Source: an optimization exercise on an open RTL-to-GDS flow (aim: small area and a short achievable clock period). Production flows keep margins and buffers that such runs may drop. Where RTL was checked, it was by simulation tests only, not by an equivalence proof against the original. Power and IR drop assume default switching activity.

v6:
// conv_1_control
module conv_1_control #(
    parameter
        AXI_HP_BIT   = 64,
        ADDR_WIDTH   = 14,
        DATA_WIDTH   = 16,
        ROW_WIDTH    = 10,
        COLUMN_WIDTH = 9,
        MAC_WIDTH    = DATA_WIDTH + DATA_WIDTH,
        OUT_WIDTH    = MAC_WIDTH + 4
)(
    input  wire                    clk,
    input  wire                    reset,
    input  wire                    sudo_reset,
    input  wire                    conv1_en,
    output wire                    conv1_done,
    input  wire [9:0]              in_row,
    input  wire [9:0]              in_column,
    input  wire [11:0]             input_channel,
    input  wire [11:0]             output_channel,
    output wire                    in_rd_en,
    output wire [ADDR_WIDTH:0]     in_rd_addr,
    input  wire [AXI_HP_BIT-1:0]   in_rd_data,
    output reg                     we_rd_en,
    output wire [ADDR_WIDTH-1:0]   we_rd_addr,
    input  wire [AXI_HP_BIT-1:0]   we_rd_data,
    output reg                     out_wr_en,
    output wire [ADDR_WIDTH-1:0]   out_wr_addr,
    output wire [AXI_HP_BIT-1:0]   out_wr_data
);
    reg s_idle, s_lw, s_ld, s_conv, s_la, s_store, s_del, s_next, s_done;
    assign conv1_done = s_done;
    assign in_rd_en   = s_conv;
    reg [11:0] ic_q, oc_q;
    reg [11:0] cc;           
    reg [5:0]  nc;           
    reg [10:0] x;            
    reg [10:0] rn;           
    reg [13:0] wa;           
    reg [12:0] oa;           
    reg [17:0] u;            
    reg        u_ovf;
    reg [10:0] nn;           
    reg        n_big;        
    reg        f1;           
    reg        fin;          
    reg        g0;           
    reg [15:0] in_q0, in_q1, in_q2, in_q3;
    reg [15:0] wl_q;
    reg [15:0] acc0, acc1, acc2, acc3;
    assign in_rd_addr  = {4'b0000, x};
  ...
Size: roughly 2000 cells after synthesis, roughly 290 I/O pins.
==> flow/config.mk <==
export PLATFORM = sky130hd
export DESIGN_NAME = conv_1_control
export DESIGN_NICKNAME = conv_1_control
export VERILOG_FILES = /design/flow/design.v
export SDC_FILE = /design/flow/constraint.sdc
export NUM_CORES = 8
export LEC_CHECK = 0
export CAP_MARGIN = 30
export CORE_MARGIN = 2
export CORE_UTILIZATION = 40
export SLEW_MARGIN = 30
export SYNTH_HIERARCHICAL = 1
export BUFFER_PORTS_ARGS = -buffer_cell sky130_fd_sc_hd__buf_1
export CTS_ARGS = -sink_clustering_enable -repair_clock_nets -dont_use_dummy_load -buf_list {sky130_fd_sc_hd__clkbuf_8 sky130_fd_sc_hd__clkbuf_16} -sink_clustering_size 24 -sink_clustering_max_diameter 80
==> flow/constraint.sdc <==
create_clock -name core_clock -period 140.0 [get_ports {clk}]
set_input_delay 28.0000 -clock core_clock [delete_from_list [all_inputs] [get_ports {clk}]]
set_output_delay 28.0000 -clock core_clock [all_outputs]
set_load 0.01 [all_outputs]
standard.sh (not shown) runs the stock make flow with config.mk's settings and CLKGATE_MAP_FILE= SYNTH_SCRIPT=/design/flow/synth_recipe.tcl, a recipe that flattens the netlist after the stock synthesis.
==> flow/flow/run.sh <==
#!/bin/bash
set -euo pipefail
cat >> config.mk <<'EOC'
export BUFFER_PORTS_ARGS = -buffer_cell sky130_fd_sc_hd__buf_1
export CTS_ARGS = -sink_clustering_enable -repair_clock_nets -dont_use_dummy_load -buf_list {sky130_fd_sc_hd__clkbuf_8 sky130_fd_sc_hd__clkbuf_16} -sink_clustering_size 24 -sink_clustering_max_diameter 80
EOC
bash standard.sh > standard.log 2>&1
Here is what was changed in the inputs of v7 compared with v6.
-- flow/design.v --
<<< v6, line 81
    conv1_inc #(.W(13)) u_oa_inc (.a(oa), .ci(s_lw & out_wr_en), .y(oa_inc));
    wire [11:0] xsum;
    wire        xc1;
    conv1_ha u_xh0 (.a(x[0]), .b(nn[0]), .s(xsum[0]), .co(xc1));
    conv1_add #(.W(10)) u_xadd (.a(x[10:1]), .b(nn[10:1]), .ci(xc1), .y(xsum[11:1]));
    wire n_is1  = !n_big && (nn == 11'd1);
    wire bit10  = xsum[10] & ~n_is1;
>>> v7, line 81
    conv1_inc #(.W(13)) u_oa_inc (.a(oa), .ci(s_lw & out_wr_en), .y(oa_inc));
    wire [11:0] xsum;
    conv1_add #(.W(11)) u_xadd (.a(x), .b(nn), .ci(1'b0), .y(xsum));
    wire n_is1  = !n_big && (nn == 11'd1);
    wire bit10  = xsum[10] & ~n_is1;
<<< v6, line 92
    conv1_divstep u_dsa (.rn(ra_n), .b(ba), .n(nn), .big(n_big), .rn_o(rb_n));
    conv1_divstep u_dsb (.rn(rb_n), .b(bb), .n(nn), .big(n_big), .rn_o(rc_n));
    wire [10:0] xnew = 11'd0 - rc_n;
    wire [7:0] b_one, b_two, b_neg;
    genvar gi;
>>> v7, line 90
    conv1_divstep u_dsa (.rn(ra_n), .b(ba), .n(nn), .big(n_big), .rn_o(rb_n));
    conv1_divstep u_dsb (.rn(rb_n), .b(bb), .n(nn), .big(n_big), .rn_o(rc_n));
    wire [11:0] xnew;
    conv1_inc #(.W(11)) u_xinc (.a(~rc_n), .ci(1'b1), .y(xnew));
    wire [7:0] b_one, b_two, b_neg;
    genvar gi;
<<< v6, line 185
);
    wire [11:0] tn = {rn, ~b};
    wire [11:0] s;
    wire        c1;
    conv1_ha u_h0 (.a(tn[0]), .b(n[0]), .s(s[0]), .co(c1));
    conv1_add #(.W(10)) u_add (.a(tn[10:1]), .b(n[10:1]), .ci(c1), .y(s[11:1]));
    wire keep = (tn[11] & s[11]) | big;
    assign rn_o = keep ? tn[10:0] : s[10:0];
endmodule
>>> v7, line 184
);
    wire [11:0] tn = {rn, ~b};
    wire [12:0] s;
    conv1_add #(.W(12)) u_add (.a(tn), .b({1'b0, n}), .ci(1'b0), .y(s));
    wire keep = s[12] | big;
    assign rn_o = keep ? tn[10:0] : s[10:0];
endmodule
[summary]
Higher source-to-sink clock delay at the later pin of the worst-skew pair was reported by v6, not v7.
v7: no failed stages, no open violations at the end
Per the comparison of v7 with v6, wire length of the first global-routing pass now smaller, layout-stage area growth over the synthesis result now smaller.
Comparing v7 and v6, the lower final layout net count is on v6.
Delta (v7 minus v6): synthesized area +1.7%, fraction of area in registers -0.27 points, routed wire length on met3 -about 11%, fraction of layout cells with a size suffix above 1 +2.1 points.
The combinational share of power on v6 is in line with that on v7.
v7: via count 237 below v6
The final reports for v7 and v6 show final setup skew lower in the former.
The RTL of v6 was laid out without a check of its function.


conv_1_control, a different RTL version from the one above (not shown whole).
Size: roughly 1700 cells after synthesis, roughly 290 I/O pins.
==> flow/config.mk <==
export PLATFORM = sky130hd
export DESIGN_NAME = conv_1_control
export DESIGN_NICKNAME = conv_1_control
export VERILOG_FILES = /design/flow/design.v
export SDC_FILE = /design/flow/constraint.sdc
export NUM_CORES = 8
export LEC_CHECK = 0
export CAP_MARGIN = 10
export CORE_MARGIN = 2
export CORE_UTILIZATION = 65
export SLEW_MARGIN = 10
export SYNTH_HIERARCHICAL = 1
export BUFFER_PORTS_ARGS = -buffer_cell sky130_fd_sc_hd__buf_1
export CTS_ARGS = -sink_clustering_enable -repair_clock_nets -dont_use_dummy_load -buf_list {sky130_fd_sc_hd__clkbuf_8 sky130_fd_sc_hd__clkbuf_16} -sink_clustering_size 24 -sink_clustering_max_diameter 80
==> flow/constraint.sdc <==
create_clock -name core_clock -period 140.0 [get_ports {clk}]
set_input_delay 28.0000 -clock core_clock [delete_from_list [all_inputs] [get_ports {clk}]]
set_output_delay 28.0000 -clock core_clock [all_outputs]
set_load 0.01 [all_outputs]
==> flow/flow/run.sh <==
#!/bin/bash
# Layout flow: the standard flow (standard.sh, which also runs the
# standard synthesis) with two changes to how the layout is made:
#  - the port buffers are the smallest buffer cell (buf_1);
#  - the clock tree uses clkbuf_8/clkbuf_16, larger sink clusters and no
#    dummy loads.
# standard.sh's output goes to standard.log; ORFS keeps each step's log
# under orfs/logs/.
set -euo pipefail
cat >> config.mk <<'EOC'
export BUFFER_PORTS_ARGS = -buffer_cell sky130_fd_sc_hd__buf_1
export CTS_ARGS = -sink_clustering_enable -repair_clock_nets -dont_use_dummy_load -buf_list {sky130_fd_sc_hd__clkbuf_8 sky130_fd_sc_hd__clkbuf_16} -sink_clustering_size 24 -sink_clustering_max_diameter 80
EOC
bash standard.sh > standard.log 2>&1
Rerun with:
--- a/flow/design.v
+++ b/flow/design.v
@@ -231,12 +231,26 @@
     input  wire s3,
     input  wire a3,
     output wire yn
 );
     assign yn = ~((s1 & a1) | (s2 & a2) | (s3 & a3));
 endmodule
+module conv1_xnor (
+    input  wire a,
+    input  wire b,
+    output wire y
+);
+    assign y = ~(a ^ b);
+endmodule
+module conv1_or (
+    input  wire a,
+    input  wire b,
+    output wire y
+);
+    assign y = a | b;
+endmodule
 module conv1_fa (
     input  wire a,
     input  wire b,
     input  wire c,
     output wire s,
     output wire co
@@ -422,32 +436,32 @@
     conv1_fa u168 (.a(w153), .b(w154), .c(cn[11]), .s(w167), .co(w168));
     conv1_fa u170 (.a(w157), .b(w158), .c(w140), .s(w169), .co(w170));
     conv1_fa u172 (.a(w159), .b(w160), .c(w111), .s(w171), .co(w172));
     conv1_fa u174 (.a(w168), .b(w155), .c(w156), .s(w173), .co(w174));
     conv1_fa u176 (.a(w170), .b(w171), .c(w113), .s(w175), .co(w176));
     assign w177 = w172 ^ w161 ^ w162;
-    assign w178 = ~(w1 ^ cn[0]);
-    assign w179 = w1 | cn[0];
+    conv1_xnor u179 (.a(w1), .b(cn[0]), .y(w178));
+    conv1_or u179o (.a(w1), .b(cn[0]), .y(w179));
     conv1_fa u181 (.a(w2), .b(cn[1]), .c(w179), .s(w180), .co(w181));
-    assign w182 = ~(w73 ^ w181);
-    assign w183 = w73 | w181;
+    conv1_xnor u183 (.a(w73), .b(w181), .y(w182));
+    conv1_or u183o (.a(w73), .b(w181), .y(w183));
     conv1_fa u185 (.a(w74), .b(w75), .c(w183), .s(w184), .co(w185));
-    assign w186 = ~(w118 ^ w185);
-    assign w187 = w118 | w185;
+    conv1_xnor u187 (.a(w118), .b(w185), .y(w186));
+    conv1_or u187o (.a(w118), .b(w185), .y(w187));
     conv1_fa u189 (.a(w119), .b(w120), .c(w187), .s(w188), .co(w189));
-    assign w190 = ~(w146 ^ w189);
-    assign w191 = w146 | w189;
+    conv1_xnor u191 (.a(w146), .b(w189), .y(w190));
+    conv1_or u191o (.a(w146), .b(w189), .y(w191));
     conv1_fa u193 (.a(w147), .b(w148), .c(w191), .s(w192), .co(w193));
-    assign w194 = ~(w163 ^ w193);
-    assign w195 = w163 | w193;
+    conv1_xnor u195 (.a(w163), .b(w193), .y(w194));
+    conv1_or u195o (.a(w163), .b(w193), .y(w195));
     conv1_fa u197 (.a(w164), .b(w150), .c(w195), .s(w196), .co(w197));
-    assign w198 = ~(w165 ^ w197);
-    assign w199 = w165 | w197;
+    conv1_xnor u199 (.a(w165), .b(w197), .y(w198));
+    conv1_or u199o (.a(w165), .b(w197), .y(w199));
     conv1_fa u201 (.a(w166), .b(w167), .c(w199), .s(w200), .co(w201));
-    assign w202 = ~(w173 ^ w201);
-    assign w203 = w173 | w201;
+    conv1_xnor u203 (.a(w173), .b(w201), .y(w202));
+    conv1_or u203o (.a(w173), .b(w201), .y(w203));
     conv1_fa u205 (.a(w174), .b(w169), .c(w203), .s(w204), .co(w205));
-    assign w206 = ~(w175 ^ w205);
-    assign w207 = w175 | w205;
+    conv1_xnor u207 (.a(w175), .b(w205), .y(w206));
+    conv1_or u207o (.a(w175), .b(w205), .y(w207));
     assign w208 = w176 ^ w177 ^ w207;
     assign y = ~{w208, w206, w204, w202, w200, w198, w196, w194, w192, w190, w188, w186, w184, w182, w180, w178};
 endmodule
Worst setup slack barely changes.
Utilization decreases by 0.16 points.
Final area decreases by 0.48%.
Routed wire length decreases by 0.82%.
Total power increases by 4.3%.
Synthesized cell count decreases by 1.4%.
Area after synthesis decreases by 0.70%.
Maximum frequency stays flat.
Worst hold slack degrades by 0.0088 ns.
Sequential power hardly moves.
Non-clock buffer count increases by 5.

==> afterwards: timing with drivers on the ports <==
Ports are ideal in the flow. The routed layouts listed here were re-timed in OpenROAD. Step 1, drivers: a clkbuf_16 drives clk and a buf_2 each remaining input, both assumed. Step 2 adds t to the input delays and takes it off the output delays; t is the mean of the earliest and latest rising clock arrival at the registers after step 1. Input paths then give back, and output paths get back, about the clock's delay inside the block. Slacks: ideal ports / drivers / drivers and shift; pairs: ideal ports / drivers.
run	t, ns	setup WS [ns]	cell pins on the clock port's net
v6	0.609	110.375 / 110.315 / 110.924	1
v7	0.591	110.807 / 110.752 / 111.026	1
the first run of note 2	0.561	110.819 / 110.768 / 110.772	1
the second run of note 2	0.567	110.817 / 110.765 / 110.930	1
After both steps every run listed still meets setup and hold. For the first run of note 2, which loses most, drivers alone change the setup slack by -0.051 ns; drivers and shift together by -0.047 ns.
